Context: an optimization exercise on an open-source flow, tuned for small area. The choices shown serve that exercise and are no tape-out recipe. Function was checked by simulation only, so behaviour that the tests miss may differ from the original. The clock input has no modelled driver; a real chip could not lean on it and would need a root buffer or a full tree. Power is estimated from default activity; no workload was simulated.

==> v1 <==
==> flow/design.v <==
module data_checker
(
    input clock, resetn,
    output reg[19:0] ERRORS,
    output reg[ 9:0] SECONDS,
    input[255:0] AXIS_TDATA,
    input        AXIS_TVALID
);
    wire [15:0] bit_differs;
    genvar i, k;
    generate
        for (i = 0; i < 16; i = i + 1) begin : g_bit
            wire [15:0] column;
            for (k = 0; k < 16; k = k + 1) begin : g_lane
                assign column[k] = AXIS_TDATA[16*k + i];
            end
            assign bit_differs[i] = (|column) & ~(&column);
        end
    endgenerate
    wire error_beat = AXIS_TVALID & (|bit_differs);
    localparam [9:0] TIMER_INVERT = 10'b0101010101;
    localparam [9:0] TIMER_START  = 10'd1014 ^ TIMER_INVERT;
    reg  [9:0] second_timer;
    wire tick = ~|{second_timer[8], second_timer[6], second_timer[4], second_timer[2], second_timer[0]}
              & (&{second_timer[7], second_timer[5], second_timer[1]});
    always @(posedge clock) begin
        if (resetn == 0) begin
            ERRORS       <= 0;
            SECONDS      <= 0;
        end else begin
            ERRORS       <= ERRORS + error_beat;
            SECONDS      <= SECONDS + tick;
        end
        if (resetn == 0 || tick)
            second_timer <= TIMER_START;
        else
            second_timer <= {~second_timer[8:0], ~(second_timer[9] ^ second_timer[2])};
    end
endmodule
==> flow/flow/run.sh <==
#!/bin/bash
# Standard ORFS layout with these changes:
#  - after the standard synthesis, flow/remap.py replaces its combinational logic with a
#    hand-mapped netlist of the same function (the flip-flops are kept as synthesis made them);
#  - the port buffers are the smallest buffer (buf_1) rather than buffer_ports' default cell;
#  - after CTS, flow/clock_tree.tcl replaces the clock tree with four buffers driven from the
#    clock port, one per cluster of flip-flops (the rest of the CTS step is kept).
set -euo pipefail
export BUFFER_PORTS_ARGS="-buffer_cell sky130_fd_sc_hd__buf_1"
export CTS_ARGS="-sink_clustering_enable -repair_clock_nets -buf_list sky130_fd_sc_hd__clkbuf_8 -root_buf sky130_fd_sc_hd__clkbuf_8 -sink_clustering_size 40 -sink_clustering_max_diameter 500 -dont_use_dummy_load"
RES="$(pwd)/orfs/results/sky130hd/data_checker/base"
bash standard.sh "$RES/1_2_yosys.v" > standard_synth.log 2>&1
cp "$RES/1_2_yosys.v" standard_1_2_yosys.v
python3 flow/remap.py standard_1_2_yosys.v "$RES/1_2_yosys.v" > remap.log 2>&1
bash standard.sh "$RES/4_1_cts.odb" > standard_to_cts.log 2>&1
cp "$RES/4_1_cts.odb" cts_standard.odb
IN_ODB=cts_standard.odb IN_SDC="$RES/4_cts.sdc" OUT_ODB="$RES/4_1_cts.odb" \
  PLATFORM_DIR="$FLOW_HOME/platforms/$FLOW_PLATFORM" NBUF=4 SLEW_TARGET=0.105 \
  openroad -no_init -exit flow/clock_tree.tcl > clock_tree.log 2>&1
bash standard.sh finish > standard_finish.log 2>&1
==> flow/flow/clock_tree.tcl <==
set pdir $::env(PLATFORM_DIR)
read_lef $pdir/lef/sky130_fd_sc_hd.tlef
read_lef $pdir/lef/sky130_fd_sc_hd_merged.lef
read_liberty $pdir/lib/sky130_fd_sc_hd__tt_025C_1v80.lib
read_db $::env(IN_ODB)
read_sdc $::env(IN_SDC)
source $pdir/setRC.tcl
set block [ord::get_db_block]
set db [ord::get_db]
set clk [$block findNet clock]

set sinks {}
foreach inst [$block getInsts] {
  set it [$inst findITerm CLK]
  if {$it ne "NULL" && $it ne ""} { lappend sinks $it }
}
set old {}
foreach inst [$block getInsts] {
  set m [[$inst getMaster] getName]
  if {[regexp {clkbuf|clkinv} $m] || [regexp {^clkload} [$inst getName]]} { lappend old $inst }
}
foreach it $sinks { $it disconnect; $it connect $clk }
foreach inst $old {
  foreach it [$inst getITerms] {
    set n [$it getNet]
    $it disconnect
    if {$n ne "NULL" && $n ne "" && $n ne $clk && [llength [$n getITerms]] == 0 && [llength [$n getBTerms]] == 0} {
      odb::dbNet_destroy $n
    }
  }
  odb::dbInst_destroy $inst
}
puts "clock_tree: removed [llength $old] clock tree cells; [llength $sinks] sinks"

set k $::env(NBUF)
set pts {}
foreach it $sinks { set l [[$it getInst] getLocation]; lappend pts $l }
set xs [lsort -real -index 0 $pts]
set cent {}
for {set i 0} {$i < $k} {incr i} { lappend cent [lindex $xs [expr {int(($i + 0.5) * [llength $pts] / $k)}]] }
for {set iter 0} {$iter < 100} {incr iter} {
  set asg {}
  foreach p $pts {
    set best 0; set bd 1e30
    for {set i 0} {$i < $k} {incr i} {
      set c [lindex $cent $i]
      set d [expr {abs([lindex $p 0] - [lindex $c 0]) + abs([lindex $p 1] - [lindex $c 1])}]
      if {$d < $bd} { set bd $d; set best $i }
    }
    lappend asg $best
  }
  set nc {}
  for {set i 0} {$i < $k} {incr i} {
    set sx 0; set sy 0; set n 0
    foreach p $pts a $asg {
      if {$a == $i} { set sx [expr {$sx + [lindex $p 0]}]; set sy [expr {$sy + [lindex $p 1]}]; incr n }
    }
    if {$n == 0} { lappend nc [lindex $cent $i] } else { lappend nc [list [expr {$sx / $n}] [expr {$sy / $n}]] }
  }
  set cent $nc
}

set small [$db findMaster sky130_fd_sc_hd__clkbuf_4]
set big [$db findMaster sky130_fd_sc_hd__clkbuf_8]
set bufs {}
for {set i 0} {$i < $k} {incr i} {
  set net [odb::dbNet_create $block clknet_leaf_$i]
  $net setSigType CLOCK
  set buf [odb::dbInst_create $block $small clkbuf_leaf_$i]
  [$buf findITerm A] connect $clk
  [$buf findITerm X] connect $net
  set c [lindex $cent $i]
  $buf setLocation [expr {int([lindex $c 0])}] [expr {int([lindex $c 1])}]
  $buf setPlacementStatus PLACED
  set n 0
  foreach it $sinks a $asg { if {$a == $i} { $it disconnect; $it connect $net; incr n } }
  lappend bufs $buf
  puts "clock_tree: clkbuf_leaf_$i drives $n flip-flops"
}
$clk setSigType CLOCK

set_placement_padding -global -left 0 -right 0
detailed_placement
check_placement -verbose
set_propagated_clock [all_clocks]

proc leaf_slew {buf} {
  set worst 0
  foreach it [[[$buf findITerm X] getNet] getITerms] {
    if {[[$it getMTerm] getName] ne "CLK"} { continue }
    set p [get_pins [[$it getInst] getName]/CLK]
    set worst [expr {max($worst, [get_property $p slew_max])}]
  }
  return $worst
}
estimate_parasitics -placement
foreach buf $bufs {
  set s [leaf_slew $buf]
  if {$s > $::env(SLEW_TARGET)} {
    $buf swapMaster $big
    puts "clock_tree: [$buf getName] slew $s -> clkbuf_8"
  }
}
detailed_placement
check_placement -verbose
estimate_parasitics -placement
foreach buf $bufs { puts "clock_tree: [$buf getName] [[$buf getMaster] getName] slew [leaf_slew $buf]" }
report_clock_skew
report_worst_slack -max
report_worst_slack -min
write_db $::env(OUT_ODB)
==> flow/flow/remap.py <==
#!/usr/bin/env python3
"""Replace the combinational logic of the standard synthesis netlist of data_checker with a
hand-mapped sky130hd netlist of the same function. The flip-flops (instance names, cell types,
Q nets) are kept exactly as the standard synthesis made them; only their D inputs are rewired.

usage: remap.py STANDARD_NETLIST OUT_NETLIST
"""
import re
import sys

src = open(sys.argv[1]).read()

# ---- flip-flops of the standard synthesis ----------------------------------------------------
FF = re.compile(r"(sky130_fd_sc_hd__df\w+)\s+(\\\S+\s|\S+)\s*\(\s*\.CLK\(clock\),\s*"
                r"\.D\(([^)]*)\),\s*\.Q\(([^)]*)\)\s*\);")
flops = {}
for cell, name, d, q in FF.findall(src):
    key = q.strip().lstrip("\\").strip()
    flops[key] = (cell, name.strip(), q.strip())
want = ([f"ERRORS[{i}]" for i in range(20)] + [f"SECONDS[{i}]" for i in range(10)]
        + [f"second_timer[{i}]" for i in range(10)])
assert sorted(flops) == sorted(want), sorted(flops)
n_cells = len(re.findall(r"^\s*sky130_fd_sc_hd__\w+\s", src, re.M))
assert len(re.findall(r"sky130_fd_sc_hd__df", src)) == 40

# ---- netlist builder -------------------------------------------------------------------------
cells = []
wires = []
count = [0]

OUTPIN = {"xor2": "X", "and2": "X", "and3": "X", "and4": "X", "ha": None}


def gate(kind, **pins):
    """Instantiate sky130_fd_sc_hd__<kind>_1 with input pins; return its output net."""
    count[0] += 1
    n = count[0]
    out = f"n{n}"
    wires.append(out)
    opin = "X" if kind.split("_")[0] in ("xor2", "and2", "and3", "and4", "or2") else "Y"
    conns = ", ".join(f".{p}({v})" for p, v in pins.items())
    cell = kind if re.search(r"_\d+$", kind) else kind + "_1"
    cells.append(f"  sky130_fd_sc_hd__{cell} g{n} ({conns}, .{opin}({out}));")
    return out


def qnet(reg, i):
    q = flops[f"{reg}[{i}]"][2]
    return q + " " if q.startswith("\\") else q


D = {}

# ---- reset: one inverter for ERRORS, one for SECONDS and the timer -------------------------------
rst_e = gate("inv_2", A="resetn")
rst_s = gate("inv_2", A="resetn")

# ---- lane comparison ---------------------------------------------------------------------------
# For each bit position, the 16 lanes agree iff the bits are all 0 or all 1.
ne = []
for i in range(16):
    z, a = [], []
    for g in range(4):
        xs = {p: f"AXIS_TDATA[{16 * (4 * g + j) + i}]" for j, p in enumerate("ABCD")}
        z.append(gate("nor4", **xs))   # group all 0
        a.append(gate("nand4", **xs))  # group not all 1
    all1 = gate("nor4", A=a[0], B=a[1], C=a[2], D=a[3])
    ne.append(gate("a41oi", A1=z[0], A2=z[1], A3=z[2], A4=z[3], B1=all1))  # bit i differs
y = [gate("nor4", A=ne[4 * j], B=ne[4 * j + 1], C=ne[4 * j + 2], D=ne[4 * j + 3]) for j in range(4)]
any_diff = gate("nand4", A=y[0], B=y[1], C=y[2], D=y[3])
enb = gate("nand2", A="AXIS_TVALID", B=any_diff)  # not an error beat
en = gate("inv", A=enb)


def ripple(reg, bits, carry, rst):
    """Counter bits whose increment ripples from carry = ('pos'|'neg', net)."""
    pol, net = carry
    for k, i in enumerate(bits):
        q = qnet(reg, i)
        x = gate("xor2", A=q, B=net) if pol == "neg" else gate("xnor2", A=q, B=net)
        D[(reg, i)] = gate("nor2", A=rst, B=x)  # !rst & (q ^ carry)
        if k + 1 < len(bits):
            if pol == "neg":
                pol, net = "pos", gate("nor2b", A=net, B_N=q)
            else:
                pol, net = "neg", gate("nand2", A=q, B=net)


# ---- ERRORS: ripple blocks; each block's carry-in is en & (all lower bits 1) -------------------
E = [qnet("ERRORS", i) for i in range(20)]
BLOCKS = [6, 7, 7]


def nands(bits):
    """NAND gates over groups of at most 4 of bits: the bits are all 1 iff every output is 0."""
    out = []
    for j in range(0, len(bits), 4):
        grp = bits[j:j + 4]
        if len(grp) == 1:
            out.append(gate("inv", A=grp[0]))
        else:
            kind = {2: "nand2", 3: "nand3", 4: "nand4"}[len(grp)]
            out.append(gate(kind, **dict(zip("ABCD", grp))))
    return out


start = 0
G = None  # all ERRORS bits below start are 1
for b, size in enumerate(BLOCKS):
    bits = list(range(start, start + size))
    if G is None:
        cin = ("neg", enb)
    else:
        cin = ("neg", gate("nand2", A=en, B=G))
    ripple("ERRORS", bits, cin, rst_e)
    if b + 1 < len(BLOCKS):
        hs = nands([E[i] for i in bits])
        if G is None:
            assert len(hs) == 2
            G = gate("nor2", A=hs[0], B=hs[1])
        elif len(hs) == 1:
            G = gate("nor2b", A=hs[0], B_N=G)
        else:
            G = gate("nor3b", A=hs[0], B=hs[1], C_N=G)
    start += size
assert start == 20

# ---- interval timer (see the RTL) ---------------------------------------------------------------
r = [qnet("second_timer", i) for i in range(10)]
TIMER_START = 1014 ^ 0b0101010101
g1 = gate("nor4", A=r[0], B=r[2], C=r[4], D=r[6])
h = gate("nand3", A=r[1], B=r[5], C=r[7])
tick = gate("nor3b", A=r[8], B=h, C_N=g1)
clrb = gate("nor2", A=rst_s, B=tick)
clr = gate("inv", A=clrb)
fbx = gate("xor2", A=r[9], B=r[2])
for i in range(10):
    prev = fbx if i == 0 else r[i - 1]   # next value when not cleared: !prev
    if (TIMER_START >> i) & 1:
        D[("second_timer", i)] = gate("nand2", A=clrb, B=prev)
    else:
        D[("second_timer", i)] = gate("nor2", A=clr, B=prev)

# ---- SECONDS: ripple from tick (clr equals tick whenever reset is not asserted) ---------------
ripple("SECONDS", range(10), ("neg", clrb), rst_s)

# ---- write -------------------------------------------------------------------------------------
out = ["module data_checker(clock, resetn, ERRORS, SECONDS, AXIS_TDATA, AXIS_TVALID);",
       "  input clock;", "  input resetn;", "  output [19:0] ERRORS;", "  output [9:0] SECONDS;",
       "  input [255:0] AXIS_TDATA;", "  input AXIS_TVALID;",
       "  wire clock;", "  wire resetn;", "  wire [19:0] ERRORS;", "  wire [9:0] SECONDS;",
       "  wire [255:0] AXIS_TDATA;", "  wire AXIS_TVALID;"]
for i in range(10):
    out.append(f"  wire {flops[f'second_timer[{i}]'][2]} ;")
out += [f"  wire {w};" for w in wires]
out += cells
for key in want:
    cell, name, q = flops[key]
    reg, i = key[:-1].split("[")
    out.append(f"  {cell} {name} ( .CLK(clock), .D({D[(reg, int(i))]}), .Q({q} ) );")
out.append("endmodule")
open(sys.argv[2], "w").write("\n".join(out) + "\n")
print(f"remap: {n_cells} cells in the standard netlist, {len(cells) + 40} in the new one")
==> flow/standard.sh <==
#!/bin/bash
# synth_recipe.tcl (not shown) runs the flow's synth.tcl, then flattens the netlist and writes it again
# the make line also repeats each setting of config.mk as NAME=value (left out here)
make -C /OpenROAD-flow-scripts/flow DESIGN_CONFIG=/design/flow/config.mk WORK_HOME=/design/flow/orfs CLKGATE_MAP_FILE= SYNTH_SCRIPT=/design/flow/synth_recipe.tcl "${@:-finish}"
==> flow/config.mk <==
export PLATFORM = sky130hd
export DESIGN_NAME = data_checker
export DESIGN_NICKNAME = data_checker
export VERILOG_FILES = /design/flow/design.v
export SDC_FILE = /design/flow/constraint.sdc
export NUM_CORES = 4
export LEC_CHECK = 0
export CAP_MARGIN = 20
export CORE_MARGIN = 2
export CORE_UTILIZATION = 65
export SLEW_MARGIN = 20
==> flow/constraint.sdc <==
create_clock -name core_clock -period 3.5 [get_ports {clock}]
set_input_delay 0.7000 -clock core_clock [delete_from_list [all_inputs] [get_ports {clock}]]
set_output_delay 0.7000 -clock core_clock [all_outputs]
set_load 0.01 [all_outputs]
==> v2 (differences from v1) <==
--- a/flow/flow/remap.py
+++ b/flow/flow/remap.py
@@ -70,5 +70,4 @@
 any_diff = gate("nand4", A=y[0], B=y[1], C=y[2], D=y[3])
 enb = gate("nand2", A="AXIS_TVALID", B=any_diff)  # not an error beat
-en = gate("inv", A=enb)
 
 
@@ -87,42 +86,11 @@
 
 
-# ---- ERRORS: ripple blocks; each block's carry-in is en & (all lower bits 1) -------------------
+# ---- ERRORS: two ripple blocks, bits 0..8 and 9..19; the second block's carry-in is
+# valid & any_diff & (bits 0..8 all 1) --------------------------------------------------------------
 E = [qnet("ERRORS", i) for i in range(20)]
-BLOCKS = [6, 7, 7]
-
-
-def nands(bits):
-    """NAND gates over groups of at most 4 of bits: the bits are all 1 iff every output is 0."""
-    out = []
-    for j in range(0, len(bits), 4):
-        grp = bits[j:j + 4]
-        if len(grp) == 1:
-            out.append(gate("inv", A=grp[0]))
-        else:
-            kind = {2: "nand2", 3: "nand3", 4: "nand4"}[len(grp)]
-            out.append(gate(kind, **dict(zip("ABCD", grp))))
-    return out
-
-
-start = 0
-G = None  # all ERRORS bits below start are 1
-for b, size in enumerate(BLOCKS):
-    bits = list(range(start, start + size))
-    if G is None:
-        cin = ("neg", enb)
-    else:
-        cin = ("neg", gate("nand2", A=en, B=G))
-    ripple("ERRORS", bits, cin, rst_e)
-    if b + 1 < len(BLOCKS):
-        hs = nands([E[i] for i in bits])
-        if G is None:
-            assert len(hs) == 2
-            G = gate("nor2", A=hs[0], B=hs[1])
-        elif len(hs) == 1:
-            G = gate("nor2b", A=hs[0], B_N=G)
-        else:
-            G = gate("nor3b", A=hs[0], B=hs[1], C_N=G)
-    start += size
-assert start == 20
+ripple("ERRORS", range(0, 9), ("neg", enb), rst_e)
+low_all1 = gate("nor3b", A=gate("nand4", A=E[0], B=E[1], C=E[2], D=E[3]),
+                B=gate("nand4", A=E[4], B=E[5], C=E[6], D=E[7]), C_N=E[8])
+ripple("ERRORS", range(9, 20), ("neg", gate("nand3", A="AXIS_TVALID", B=any_diff, C=low_all1)), rst_e)
 
 # ---- interval timer (see the RTL) ---------------------------------------------------------------
CORE_UTILIZATION = 40   (was 65)
==> v23 (differences from v1) <==
==> flow/flow/run.sh (replaced) <==
#!/bin/bash
# Standard ORFS layout with three changes:
#  - after the standard synthesis, flow/remap.py replaces its combinational logic with a
#    hand-mapped netlist of the same function (the flip-flops are kept as synthesis made them);
#  - the port buffers are the smallest buffer (buf_1) rather than buffer_ports' default cell;
#  - the clock tree uses clkbuf_8 only and no dummy loads.
set -euo pipefail
export BUFFER_PORTS_ARGS="-buffer_cell sky130_fd_sc_hd__buf_1"
export CTS_ARGS="-sink_clustering_enable -repair_clock_nets -buf_list sky130_fd_sc_hd__clkbuf_8 -root_buf sky130_fd_sc_hd__clkbuf_8 -sink_clustering_size 40 -sink_clustering_max_diameter 500 -dont_use_dummy_load"
RES="$(pwd)/orfs/results/sky130hd/data_checker/base"
bash standard.sh "$RES/1_2_yosys.v" > standard_synth.log 2>&1
cp "$RES/1_2_yosys.v" standard_1_2_yosys.v
python3 flow/remap.py standard_1_2_yosys.v "$RES/1_2_yosys.v" > remap.log 2>&1
bash standard.sh finish > standard_finish.log 2>&1
--- a/flow/flow/remap.py
+++ b/flow/flow/remap.py
@@ -52,7 +52,6 @@
 D = {}
 
-# ---- reset: one inverter for ERRORS, one for SECONDS and the timer -------------------------------
-rst_e = gate("inv_2", A="resetn")
-rst_s = gate("inv_2", A="resetn")
+# ---- reset -------------------------------------------------------------------------------------
+rst = gate("inv", A="resetn")
 
 # ---- lane comparison ---------------------------------------------------------------------------
@@ -73,5 +72,5 @@
 
 
-def ripple(reg, bits, carry, rst):
+def ripple(reg, bits, carry):
     """Counter bits whose increment ripples from carry = ('pos'|'neg', net)."""
     pol, net = carry
@@ -113,5 +112,5 @@
     else:
         cin = ("neg", gate("nand2", A=en, B=G))
-    ripple("ERRORS", bits, cin, rst_e)
+    ripple("ERRORS", bits, cin)
     if b + 1 < len(BLOCKS):
         hs = nands([E[i] for i in bits])
@@ -132,5 +131,5 @@
 h = gate("nand3", A=r[1], B=r[5], C=r[7])
 tick = gate("nor3b", A=r[8], B=h, C_N=g1)
-clrb = gate("nor2", A=rst_s, B=tick)
+clrb = gate("nor2", A=rst, B=tick)
 clr = gate("inv", A=clrb)
 fbx = gate("xor2", A=r[9], B=r[2])
@@ -143,5 +142,5 @@
 
 # ---- SECONDS: ripple from tick (clr equals tick whenever reset is not asserted) ---------------
-ripple("SECONDS", range(10), ("neg", clrb), rst_s)
+ripple("SECONDS", range(10), ("neg", clrb))
 
 # ---- write -------------------------------------------------------------------------------------
CORE_UTILIZATION = 40   (was 65)
removed: flow/flow/clock_tree.tcl
==> comparison <==
v1 aborted during I/O pin placement (PPL-0024). v2 finished with timing, DRC and antenna clean. v23 completed without violations. Worst hold slack: v2 is higher than v23 (9.4 ps). Of v23 and v2, v23 has the higher total power (gap 9.9%, measured against v2). Synthesized cell count: v1 is larger than v23 (0.31%). Sequential share of layout area: v2 is higher than v23 (0.29 points). Against v2, the global-route usage of v23 is higher by 0.32 points. Against v23, the register-to-register slack of v2 is worse by 210 ps.
The clock cells of v2 come from the design's own scripts or RTL, not from TritonCTS.

[re-timing with driven ports]
Ports are ideal in the flow. The routed layouts listed here were re-timed in OpenROAD. Step 1: set_driving_cell puts a clkbuf_16 on clock and a buf_2 on each other input, an assumption about the parent block. Step 2 moves the port delays by t, midway between the first and last clock arrival at a register: inputs arrive t later, outputs are due t later. That takes back most of the time a late clock gives input paths. a / b / c = no drivers / after step 1 / after step 2; a / b = the first two.
run | t (ns) | slack for setup (ns) | hold WS [ns] | worst setup path after step 2
v2 | 0.192 | 0.283 / 0.289 / 0.097 | 0.395 / 0.395 / 0.395 | input to register
v23 | 0.312 | 0.668 / 0.652 / 0.340 | 0.385 / 0.385 / 0.385 | input to register
After both steps setup and hold are still met in every run listed. For v23, which loses most, drivers alone change the setup slack by -0.016 ns; drivers and shift together by -0.328 ns.
